What follows belongs to an exercise in optimizing a design on an open flow for small area; a production flow would make more cautious choices. At most, simulation tests tie the RTL to the original design; equivalence was not proved. Power and IR drop assume default switching activity.

## the baseline
==> flow/design.v <==
module cfg_test_top(
    input             clk ,
    input             rstn ,
    input      [31:0] addr ,
    input      [31:0] wdata ,
    output reg [31:0] rdata ,
    output            rdata_vld ,
    input             wr ,
    input             rd
);
wire [5:0] a = addr[5:0];
function [31:0] inc32b(input [31:0] q, input ci);
    integer i, k;
    reg     c, bc;
    begin
        bc = ci;
        for (k = 0; k < 8; k = k + 1) begin
            c = bc;
            for (i = 4 * k; i < 4 * k + 4; i = i + 1) begin
                inc32b[i] = q[i] ^ c;
                c         = c & q[i];
            end
            bc = bc & (&q[4 * k +: 4]);
        end
    end
endfunction
reg        rd_count_mode;
reg        sample_mode;
reg [31:0] r02, r03, r04, r10, r11, r12, r13, r14;
always @(posedge clk) begin
    if (!rstn) begin
        rd_count_mode <= 1'b0;
        sample_mode   <= 1'b0;
        r02 <= 32'd0;
        r03 <= 32'd0;
        r04 <= 32'd0;
        r10 <= 32'd0;
        r11 <= 32'd0;
        r12 <= 32'd0;
        r13 <= 32'd0;
        r14 <= 32'd0;
    end else if (wr) begin
        case (a)
            6'h00: rd_count_mode <= wdata[0];
            6'h01: sample_mode   <= wdata[0];
            6'h02: r02 <= wdata;
            6'h03: r03 <= wdata;
            6'h04: r04 <= wdata;
            6'h10: r10 <= wdata;
            6'h11: r11 <= wdata;
            6'h12: r12 <= wdata;
            6'h13: r13 <= wdata;
            6'h14: r14 <= wdata;
            default: ;
        endcase
    end
end
reg  [6:0]  ul;
reg  [11:0] uh;
reg         s_prev;
wire        uh_fb = uh[11] ^ uh[5] ^ uh[3] ^ uh[0] ^ (uh[10:0] == 11'd0);
wire        s = |uh | (ul[6:5] == 2'b11 & |ul[4:2]);
always @(posedge clk) begin
    if (!rstn) begin
        ul <= 7'd0;
        uh <= 12'd0;
    end else begin
        ul <= ul + 7'd1;
        if (&ul)
            uh <= {uh[10:0], uh_fb};
    end
    s_prev <= s;
end
wire e = s & ~s_prev;
reg  [31:0] acc;
wire        is23 = (a == 6'h23);
wire [31:0] acc_inc = inc32b(acc, sample_mode ? s : e);
always @(posedge clk) begin
    if (!rstn)
        acc <= 32'd0;
    else if (wr && is23)
        acc <= wdata;
    else if (rd && is23 && !rd_count_mode)
        acc <= 32'd0;
    else
        acc <= acc_inc;
end
reg  [5:0] ar;
reg  [31:0] x;
wire        xs_acc = a[0];
wire        xs_x   = ~a[0] & a[5] & (ar == 6'h02);
wire        xs_r02 = ~a[0] & ~xs_x;
wire [31:0] nx;
cfg_ao222n u_xm [31:0] (.s({32{xs_acc, xs_x, xs_r02}}), .d0(acc), .d1(x), .d2(r02), .y(nx));
always @(posedge clk)
    x <= inc32b(~nx, a[0] ? (sample_mode & s) : a[5]);
reg        v1, v2;
always @(posedge clk) begin
    ar <= {a[5:2], a[1] & rstn, a[0]};
    v1 <= rd;
    v2 <= v1;
end
assign rdata_vld = v2;
wire       g0  = ar[5:3] == 3'b000;
wire       g2  = ar[5:3] == 3'b010;
wire       g4  = ar[5:3] == 3'b100;
wire [2:0] lo  = ar[2:0];
wire       s00 = g0 & lo == 3'd0;
wire       s01 = g0 & lo == 3'd1;
wire       s02 = g0 & lo == 3'd2;
wire       s03 = g0 & lo == 3'd3;
wire       s04 = g0 & lo == 3'd4;
wire       s10 = g2 & lo == 3'd0;
wire       s11 = g2 & lo == 3'd1;
wire       s12 = g2 & lo == 3'd2;
wire       s13 = g2 & lo == 3'd3;
wire       s14 = g2 & lo == 3'd4;
wire       sx  = g4 & (lo == 3'd0 | lo == 3'd3);
wire       s21 = g4 & lo == 3'd1;
wire       sdf = ~((g0 | g2) & lo <= 3'd4) & ~(g4 & lo <= 3'd3);
wire [31:0] n0, n1, n2;
cfg_ao222n u_m0 [31:0] (.s({32{s02, s03, s04}}), .d0(r02), .d1(r03), .d2(r04), .y(n0));
cfg_ao222n u_m1 [31:0] (.s({32{s10, s11, s12}}), .d0(r10), .d1(r11), .d2(r12), .y(n1));
cfg_ao222n u_m2 [31:0] (.s({32{s13, s14, sx}}),  .d0(r13), .d1(r14), .d2(x),   .y(n2));
always @(posedge clk)
    rdata <= ~(n0 & n1 & n2)
           | ({32{sdf}} & 32'hF0F0F0F0)
           | {31'd0, s00 & rd_count_mode | s01 & sample_mode | s21};
endmodule
module cfg_ao222n (
    input  [2:0] s,
    input        d0,
    input        d1,
    input        d2,
    output       y
);
assign y = ~(s[2] & d0 | s[1] & d1 | s[0] & d2);
endmodule
==> flow/config.mk <==
export PLATFORM = sky130hd
export DESIGN_NAME = cfg_test_top
export DESIGN_NICKNAME = cfg_test_top
export VERILOG_FILES = /design/flow/design.v
export SDC_FILE = /design/flow/constraint.sdc
export NUM_CORES = 4
export LEC_CHECK = 0
export CAP_MARGIN = 0
export CORE_MARGIN = 2
export CORE_UTILIZATION = 70
export CTS_BUF_LIST = sky130_fd_sc_hd__clkbuf_8
export CTS_CLUSTER_DIAMETER = 100
export CTS_CLUSTER_SIZE = 16
export SLEW_MARGIN = 0
export SYNTH_HIERARCHICAL = 1
==> flow/constraint.sdc <==
create_clock -name core_clock -period 5.0 [get_ports {clk}]
set_input_delay 1.0000 -clock core_clock [delete_from_list [all_inputs] [get_ports {clk}]]
set_output_delay 1.0000 -clock core_clock [all_outputs]
set_load 0.01 [all_outputs]
standard.sh (not shown) runs the stock make flow with config.mk's settings and CLKGATE_MAP_FILE= SYNTH_SCRIPT=/design/flow/synth_recipe.tcl, a recipe that flattens the netlist after the stock synthesis.
==> flow/flow/run.sh <==
#!/bin/bash
set -euo pipefail
work=$(pwd)
rm -rf "$work/scripts"
mkdir -p "$work/scripts"
cp -r "$FLOW_HOME/scripts/." "$work/scripts/"
cp "$work/flow/abc.script" "$work/scripts/abc_speed.script"
export SCRIPTS_DIR="$work/scripts"
export BUFFER_PORTS_ARGS="-buffer_cell sky130_fd_sc_hd__buf_1"
bash standard.sh > "$work/orfs_make.log" 2>&1
==> flow/flow/abc.script <==
&get -n
&st
&syn4
&dch
&nf -a -R 1000
&put
> inputs changed (the baseline -> the candidate)
diff --git a/flow/design.v b/flow/design.v
--- a/flow/design.v
+++ b/flow/design.v
@@ -52,12 +52,15 @@
             6'h13: r13 <= wdata;
             6'h14: r14 <= wdata;
             default: ;
         endcase
     end
 end
+reg        rst_d;
+always @(posedge clk)
+    rst_d <= ~rstn;
 reg  [6:0]  ul;
 reg  [11:0] uh;
 reg         s_prev;
 wire        uh_fb = uh[11] ^ uh[5] ^ uh[3] ^ uh[0] ^ (uh[10:0] == 11'd0);
 wire        s = |uh | (ul[6:5] == 2'b11 & |ul[4:2]);
 always @(posedge clk) begin
@@ -93,13 +96,13 @@
 wire [31:0] nx;
 cfg_ao222n u_xm [31:0] (.s({32{xs_acc, xs_x, xs_r02}}), .d0(acc), .d1(x), .d2(r02), .y(nx));
 always @(posedge clk)
     x <= inc32b(~nx, a[0] ? (sample_mode & s) : a[5]);
 reg        v1, v2;
 always @(posedge clk) begin
-    ar <= {a[5:2], a[1] & rstn, a[0]};
+    ar <= {a[5:1], a[0] | (rst_d & a[5] & ~a[1])};
     v1 <= rd;
     v2 <= v1;
 end
 assign rdata_vld = v2;
 wire       g0  = ar[5:3] == 3'b000;
 wire       g2  = ar[5:3] == 3'b010;
## What came out
Diff the baseline -> the candidate | final critical delay including setup and external delays | decrease of 0.13 ns. ~same die height in the candidate and the baseline. Wire length of the first global-routing pass up about 2% in the candidate wrt the baseline. | power | the baseline vs the candidate | ≈ equal |. On the candidate: endpoint arrival time on the critical path is 0.14 ns lower than what the baseline gave. Going from the baseline to the candidate, post-synthesis to final-layout area growth up 0.47 points; count of plain and timing-repair buffers in the layout up about 6%; core utilization up 0.27 points.

* * *

RTL: the design.v shown in full above, as it stands there.
export LEC_CHECK = 0
export CAP_MARGIN = 0
export CORE_MARGIN = 2
export CORE_UTILIZATION = 70
export CTS_BUF_LIST = sky130_fd_sc_hd__clkbuf_8
export CTS_CLUSTER_DIAMETER = 100
export CTS_CLUSTER_SIZE = 18
export SLEW_MARGIN = 0
export SYNTH_HIERARCHICAL = 1
create_clock -name core_clock -period 5.0 [get_ports {clk}]
Scripts as last shown in full above: flow/flow/run.sh, flow/flow/abc.script
Then changed:
--- a/flow/design.v
+++ b/flow/design.v
@@ -52,12 +52,15 @@
             6'h13: r13 <= wdata;
             6'h14: r14 <= wdata;
             default: ;
         endcase
     end
 end
+reg        rst_d;
+always @(posedge clk)
+    rst_d <= ~rstn;
 reg  [6:0]  ul;
 reg  [11:0] uh;
 reg         s_prev;
 wire        uh_fb = uh[11] ^ uh[5] ^ uh[3] ^ uh[0] ^ (uh[10:0] == 11'd0);
 wire        s = |uh | (ul[6:5] == 2'b11 & |ul[4:2]);
 always @(posedge clk) begin
@@ -93,13 +96,13 @@
 wire [31:0] nx;
 cfg_ao222n u_xm [31:0] (.s({32{xs_acc, xs_x, xs_r02}}), .d0(acc), .d1(x), .d2(r02), .y(nx));
 always @(posedge clk)
     x <= inc32b(~nx, a[0] ? (sample_mode & s) : a[5]);
 reg        v1, v2;
 always @(posedge clk) begin
-    ar <= {a[5:2], a[1] & rstn, a[0]};
+    ar <= {a[5:1], a[0] | (rst_d & a[5] & ~a[1])};
     v1 <= rd;
     v2 <= v1;
 end
 assign rdata_vld = v2;
 wire       g0  = ar[5:3] == 3'b000;
 wire       g2  = ar[5:3] == 3'b010;
Outcome: The new run passed the timing, design-rule and antenna checks. Sequential share of layout area hardly moves. Fmax increases slightly. Core utilization climbs by 0.34 points. Total power hardly moves. Die area hardly moves. Non-clock buffer count climbs by 6. Worst hold slack got worse by 26 ps.

* * *

before:
Another version of the RTL of cfg_test_top (not shown whole).
Size in the first run: roughly 1100 cells after synthesis, about 380 flip-flops, roughly 100 I/O pins, about 0.014 mm2 of cells after synthesis.
==> module cfg_test_top, before the edit <==
module cfg_test_top(
    input             clk ,
    input             rstn ,
    input      [31:0] addr ,
    input      [31:0] wdata ,
    output reg [31:0] rdata ,
    output            rdata_vld ,
    input             wr ,
    input             rd
);
wire [5:0] a = addr[5:0];
function [31:0] inc32(input [31:0] q, input ci);
    integer i;
    reg     c;
    begin
        c = ci;
        for (i = 0; i < 32; i = i + 1) begin
            inc32[i] = q[i] ^ c;
            c        = c & q[i];
        end
    end
endfunction
function [31:0] inc32b(input [31:0] q, input ci);
    integer i, k;
    reg     c, bc;
    begin
        bc = ci;
        for (k = 0; k < 8; k = k + 1) begin
            c = bc;
            for (i = 4 * k; i < 4 * k + 4; i = i + 1) begin
                inc32b[i] = q[i] ^ c;
                c         = c & q[i];
            end
            bc = bc & (&q[4 * k +: 4]);
        end
    end
endfunction
reg        rd_count_mode;
reg        sample_mode;
reg [31:0] r02, r03, r04, r10, r11, r12, r13, r14;
always @(posedge clk) begin
    if (!rstn) begin
        rd_count_mode <= 1'b0;
        sample_mode   <= 1'b0;
        r02 <= 32'd0;
        r03 <= 32'd0;
        r04 <= 32'd0;
        r10 <= 32'd0;
        r11 <= 32'd0;
        r12 <= 32'd0;
        r13 <= 32'd0;
        r14 <= 32'd0;
    end else if (wr) begin
        case (a)
            6'h00: rd_count_mode <= wdata[0];
            6'h01: sample_mode   <= wdata[0];
            6'h02: r02 <= wdata;
            6'h03: r03 <= wdata;
            6'h04: r04 <= wdata;
            6'h10: r10 <= wdata;
            6'h11: r11 <= wdata;
            6'h12: r12 <= wdata;
            6'h13: r13 <= wdata;
            6'h14: r14 <= wdata;
            default: ;
        endcase
    end
end
reg        rst_d;
always @(posedge clk)
    rst_d <= ~rstn;
reg  [18:0] up;
reg         s_prev;
wire        s = |up[18:7] | (up[6:5] == 2'b11 & |up[4:2]);    
always @(posedge clk) begin
    up     <= rstn ? inc32({13'd0, up}, 1'b1) : 19'd0;
    s_prev <= s;
end
wire e = s & ~s_prev;
reg  [31:0] acc;
wire        is23 = (a == 6'h23);
wire [31:0] acc_inc = inc32(acc, sample_mode ? s : e);
always @(posedge clk) begin
    if (!rstn)
        acc <= 32'd0;
    else if (wr && is23)
        acc <= wdata;
    else if (rd && is23 && !rd_count_mode)
        acc <= 32'd0;
    else
        acc <= acc_inc;
end
reg  [5:0] ar;
reg  [31:0] x;
wire [31:0] p1 = (ar == 6'h02) ? x : r02;
always @(posedge clk)
    x <= inc32b(a[0] ? acc : (a[5] ? p1 : r02), a[0] ? (sample_mode & s) : a[5]);
reg        v1, v2;
always @(posedge clk) begin
    ar <= {a[5:1], a[0] | (rst_d & a[5] & ~a[1])};
    v1 <= rd;
    v2 <= v1;
end
assign rdata_vld = v2;
always @(posedge clk) begin
    case (ar)
        6'h00: rdata <= {31'd0, rd_count_mode};
        6'h01: rdata <= {31'd0, sample_mode};
        6'h02: rdata <= r02;
        6'h03: rdata <= r03;
        6'h04: rdata <= r04;
        6'h10: rdata <= r10;
        6'h11: rdata <= r11;
        6'h12: rdata <= r12;
        6'h13: rdata <= r13;
        6'h14: rdata <= r14;
        6'h20: rdata <= x;
        6'h21: rdata <= 32'h1;
        6'h22: rdata <= 32'h0;
        6'h23: rdata <= x;
        default: rdata <= 32'hF0F0F0F0;
    endcase
end
endmodule
export LEC_CHECK = 0
export CAP_MARGIN = 0
export CORE_MARGIN = 2
export CORE_UTILIZATION = 70
export CTS_BUF_LIST = sky130_fd_sc_hd__clkbuf_8
export CTS_CLUSTER_DIAMETER = 100
export CTS_CLUSTER_SIZE = 16
export SLEW_MARGIN = 0
create_clock -name core_clock -period 5.0 [get_ports {clk}]
Scripts as last shown in full above: flow/flow/run.sh, flow/flow/abc.script
What the final checks of before revealed, after a flow that finished every stage, was a layout that fails on setup timing.
### before -> after
--- a/flow/design.v
+++ b/flow/design.v
@@ -9,17 +9,6 @@
     input             rd
 );
 wire [5:0] a = addr[5:0];
-function [31:0] inc32(input [31:0] q, input ci);
-    integer i;
-    reg     c;
-    begin
-        c = ci;
-        for (i = 0; i < 32; i = i + 1) begin
-            inc32[i] = q[i] ^ c;
-            c        = c & q[i];
-        end
-    end
-endfunction
 function [31:0] inc32b(input [31:0] q, input ci);
     integer i, k;
     reg     c, bc;
@@ -69,17 +58,26 @@
 reg        rst_d;
 always @(posedge clk)
     rst_d <= ~rstn;
-reg  [18:0] up;
+reg  [6:0]  ul;
+reg  [11:0] uh;
 reg         s_prev;
-wire        s = |up[18:7] | (up[6:5] == 2'b11 & |up[4:2]);    
+wire        uh_fb = uh[11] ^ uh[5] ^ uh[3] ^ uh[0] ^ (uh[10:0] == 11'd0);
+wire        s = |uh | (ul[6:5] == 2'b11 & |ul[4:2]);
 always @(posedge clk) begin
-    up     <= rstn ? inc32({13'd0, up}, 1'b1) : 19'd0;
+    if (!rstn) begin
+        ul <= 7'd0;
+        uh <= 12'd0;
+    end else begin
+        ul <= ul + 7'd1;
+        if (&ul)
+            uh <= {uh[10:0], uh_fb};
+    end
     s_prev <= s;
 end
 wire e = s & ~s_prev;
 reg  [31:0] acc;
 wire        is23 = (a == 6'h23);
-wire [31:0] acc_inc = inc32(acc, sample_mode ? s : e);
+wire [31:0] acc_inc = inc32b(acc, sample_mode ? s : e);
 always @(posedge clk) begin
     if (!rstn)
         acc <= 32'd0;
### Flow results
Delta (after minus before): non-clock buffer count lost 21; relative contribution of the clock network to total power lost 0.2 points; placed instance area lost about 3.4%; final non-filler cell area lost 600 um2; non-clock buffer contribution to total cell area lost 1.1 points. In summary, after completed successfully, with a layout that passed the timing, design-rule and antenna checks. Total routed wire length on the met1 layer ends up lower on after. Looking at synthesis-to-finish area growth across after and before, the one that comes out lower is after. First-pass detailed-route iteration total (higher): after. [after vs before] clock period minus worst slack: lower in after. Re wire length: after and before aren't equal, and the higher value belongs to before. Summary of after over before: first-pass GRT wire length shows a reduction of about 0.4%, worst slew slack as a fraction of its limit went down, clock skew closely matched the old numbers.
No functional check of the RTL was part of before.

* * *

north:
Another version of the RTL of cfg_test_top (not shown whole).
Size: ~1200 cells after synthesis, about 380 flip-flops, roughly 100 I/O pins, ~14000 sq um of cells after synthesis.
==> module cfg_test_top, before the edit <==
module cfg_test_top(
    input             clk ,
    input             rstn ,
    input      [31:0] addr ,
    input      [31:0] wdata ,
    output reg [31:0] rdata ,
    output            rdata_vld ,
    input             wr ,
    input             rd
);
wire [5:0] a = addr[5:0];
function [31:0] inc32b(input [31:0] q, input ci);
    integer i, k;
    reg     c, bc;
    begin
        bc = ci;
        for (k = 0; k < 8; k = k + 1) begin
            c = bc;
            for (i = 4 * k; i < 4 * k + 4; i = i + 1) begin
                inc32b[i] = q[i] ^ c;
                c         = c & q[i];
            end
            bc = bc & (&q[4 * k +: 4]);
        end
    end
endfunction
reg        rd_count_mode;
reg        sample_mode;
reg [31:0] r02, r03, r04, r10, r11, r12, r13, r14;
always @(posedge clk) begin
    if (!rstn) begin
        rd_count_mode <= 1'b0;
        sample_mode   <= 1'b0;
        r02 <= 32'd0;
        r03 <= 32'd0;
        r04 <= 32'd0;
        r10 <= 32'd0;
        r11 <= 32'd0;
        r12 <= 32'd0;
        r13 <= 32'd0;
        r14 <= 32'd0;
    end else if (wr) begin
        case (a)
            6'h00: rd_count_mode <= wdata[0];
            6'h01: sample_mode   <= wdata[0];
            6'h02: r02 <= wdata;
            6'h03: r03 <= wdata;
            6'h04: r04 <= wdata;
            6'h10: r10 <= wdata;
            6'h11: r11 <= wdata;
            6'h12: r12 <= wdata;
            6'h13: r13 <= wdata;
            6'h14: r14 <= wdata;
            default: ;
        endcase
    end
end
reg        rst_d;
always @(posedge clk)
    rst_d <= ~rstn;
reg  [18:0] up;
reg         s_prev;
wire        s = |up[18:7] | (up[6:5] == 2'b11 & |up[4:2]);    
always @(posedge clk) begin
    up     <= rstn ? inc32b({13'd0, up}, 1'b1) : 19'd0;
    s_prev <= s;
end
wire e = s & ~s_prev;
reg  [31:0] acc;
wire        is23 = (a == 6'h23);
wire [31:0] acc_inc = inc32b(acc, sample_mode ? s : e);
always @(posedge clk) begin
    if (!rstn)
        acc <= 32'd0;
    else if (wr && is23)
        acc <= wdata;
    else if (rd && is23 && !rd_count_mode)
        acc <= 32'd0;
    else
        acc <= acc_inc;
end
reg  [5:0] ar;
reg  [31:0] x;
wire [31:0] p1 = (ar == 6'h02) ? x : r02;
always @(posedge clk)
    x <= inc32b(a[0] ? acc : (a[5] ? p1 : r02), a[0] ? (sample_mode & s) : a[5]);
reg        v1, v2;
always @(posedge clk) begin
    ar <= {a[5:1], a[0] | (rst_d & a[5] & ~a[1])};
    v1 <= rd;
    v2 <= v1;
end
assign rdata_vld = v2;
always @(posedge clk) begin
    case (ar)
        6'h00: rdata <= {31'd0, rd_count_mode};
        6'h01: rdata <= {31'd0, sample_mode};
        6'h02: rdata <= r02;
        6'h03: rdata <= r03;
        6'h04: rdata <= r04;
        6'h10: rdata <= r10;
        6'h11: rdata <= r11;
        6'h12: rdata <= r12;
        6'h13: rdata <= r13;
        6'h14: rdata <= r14;
        6'h20: rdata <= x;
        6'h21: rdata <= 32'h1;
        6'h22: rdata <= 32'h0;
        6'h23: rdata <= x;
        default: rdata <= 32'hF0F0F0F0;
    endcase
end
endmodule
Settings: LEC_CHECK=0, CAP_MARGIN=0, CORE_MARGIN=2, CORE_UTILIZATION=70, CTS_BUF_LIST=sky130_fd_sc_hd__clkbuf_8, CTS_CLUSTER_DIAMETER=100, CTS_CLUSTER_SIZE=16, SLEW_MARGIN=0; clock period 5.0 ns.
Scripts as last shown in full above: flow/flow/run.sh, flow/flow/abc.script
Inputs modified between north and south:
--- a/flow/design.v
+++ b/flow/design.v
@@ -8,20 +8,16 @@
     input             wr ,
     input             rd
 );
 wire [5:0] a = addr[5:0];
-function [31:0] inc32b(input [31:0] q, input ci);
-    integer i, k;
-    reg     c, bc;
+function [31:0] inc32(input [31:0] q, input ci);
+    integer i;
+    reg     c;
     begin
-        bc = ci;
-        for (k = 0; k < 8; k = k + 1) begin
-            c = bc;
-            for (i = 4 * k; i < 4 * k + 4; i = i + 1) begin
-                inc32b[i] = q[i] ^ c;
-                c         = c & q[i];
-            end
-            bc = bc & (&q[4 * k +: 4]);
+        c = ci;
+        for (i = 0; i < 32; i = i + 1) begin
+            inc32[i] = q[i] ^ c;
+            c        = c & q[i];
         end
     end
 endfunction
 reg        rd_count_mode;
@@ -61,15 +57,15 @@
 reg  [18:0] up;
 reg         s_prev;
 wire        s = |up[18:7] | (up[6:5] == 2'b11 & |up[4:2]);    
 always @(posedge clk) begin
-    up     <= rstn ? inc32b({13'd0, up}, 1'b1) : 19'd0;
+    up     <= rstn ? inc32({13'd0, up}, 1'b1) : 19'd0;
     s_prev <= s;
 end
 wire e = s & ~s_prev;
 reg  [31:0] acc;
 wire        is23 = (a == 6'h23);
-wire [31:0] acc_inc = inc32b(acc, sample_mode ? s : e);
+wire [31:0] acc_inc = inc32(acc, sample_mode ? s : e);
 always @(posedge clk) begin
     if (!rstn)
         acc <= 32'd0;
     else if (wr && is23)
@@ -82,9 +78,9 @@
 reg  [5:0] ar;
 reg  [31:0] x;
 wire [31:0] p1 = (ar == 6'h02) ? x : r02;
 always @(posedge clk)
-    x <= inc32b(a[0] ? acc : (a[5] ? p1 : r02), a[0] ? (sample_mode & s) : a[5]);
+    x <= (a[0] ? acc : (a[5] ? p1 : r02)) + {31'd0, a[0] ? (sample_mode & s) : a[5]};
 reg        v1, v2;
 always @(posedge clk) begin
     ar <= {a[5:1], a[0] | (rst_d & a[5] & ~a[1])};
     v1 <= rd;
The sole clean run among south and north is north. Between south and north, it is south whose switching power summed over all nets is higher, by 0.98%. When south is measured against north, its total instance count after detailed placement turns out 23 higher. Higher cell area reported after detailed placement goes to south over north. Leakage power figure in south vs north: down about 4.5%. south vs. north: final critical path time including I/O delays and setup went up; hold slack went down. From north to south the numbers moved as follows: number of core rows held, via count now sits higher. The area after synthesis of north and that of south are within noise of each other. Non-clock buffer count came out higher on south than on north.
The RTL of south was laid out without a check of its function.

-- afterwards: timing with drivers on the ports --
How much do the figures lean on ideal ports? The routed layouts below were timed once more, with nothing changed but the port constraints. Step 1 (the two cells are an assumption about what drives the block):
set clk [get_ports {clk}]
set_driving_cell -lib_cell sky130_fd_sc_hd__clkbuf_16 $clk
set_driving_cell -lib_cell sky130_fd_sc_hd__buf_2 [delete_from_list [all_inputs] $clk]
Step 2 times the ports against the registers' clock, not the clock port: input delays grow and output delays shrink by t, the midpoint of the rising clock arrivals with the driver on. Slacks: no drivers / after step 1 / after step 2; pairs: no drivers / after step 1.
run	t (ns)	slack for setup (ns)	hold slack, ns	latest minus earliest clock arrival (ns)
the baseline	0.626	0.833 / 0.833 / 0.407	0.363 / 0.363 / 0.363	0.013 / 0.014
the candidate	0.625	0.960 / 0.960 / 0.615	0.331 / 0.331 / 0.331	0.011 / 0.011
the first run of note 2	0.608	0.859 / 0.859 / 0.448	0.366 / 0.366 / 0.366	0.034 / 0.034
the second run of note 2	0.615	0.911 / 0.911 / 0.581	0.340 / 0.340 / 0.340	0.035 / 0.035
before	0.657	-1.272 / -1.272 / -1.272	0.338 / 0.338 / 0.338	0.019 / 0.019
after	0.632	0.489 / 0.489 / 0.290	0.336 / 0.336 / 0.336	0.019 / 0.020
north	0.647	0.395 / 0.395 / 0.207	0.360 / 0.360 / 0.360	0.015 / 0.015
south	0.654	-1.198 / -1.198 / -1.198	0.335 / 0.335 / 0.335	0.037 / 0.036
The setup slack of the baseline, which loses most, moves by 0.000 ns with the drivers and by -0.426 ns with both steps.
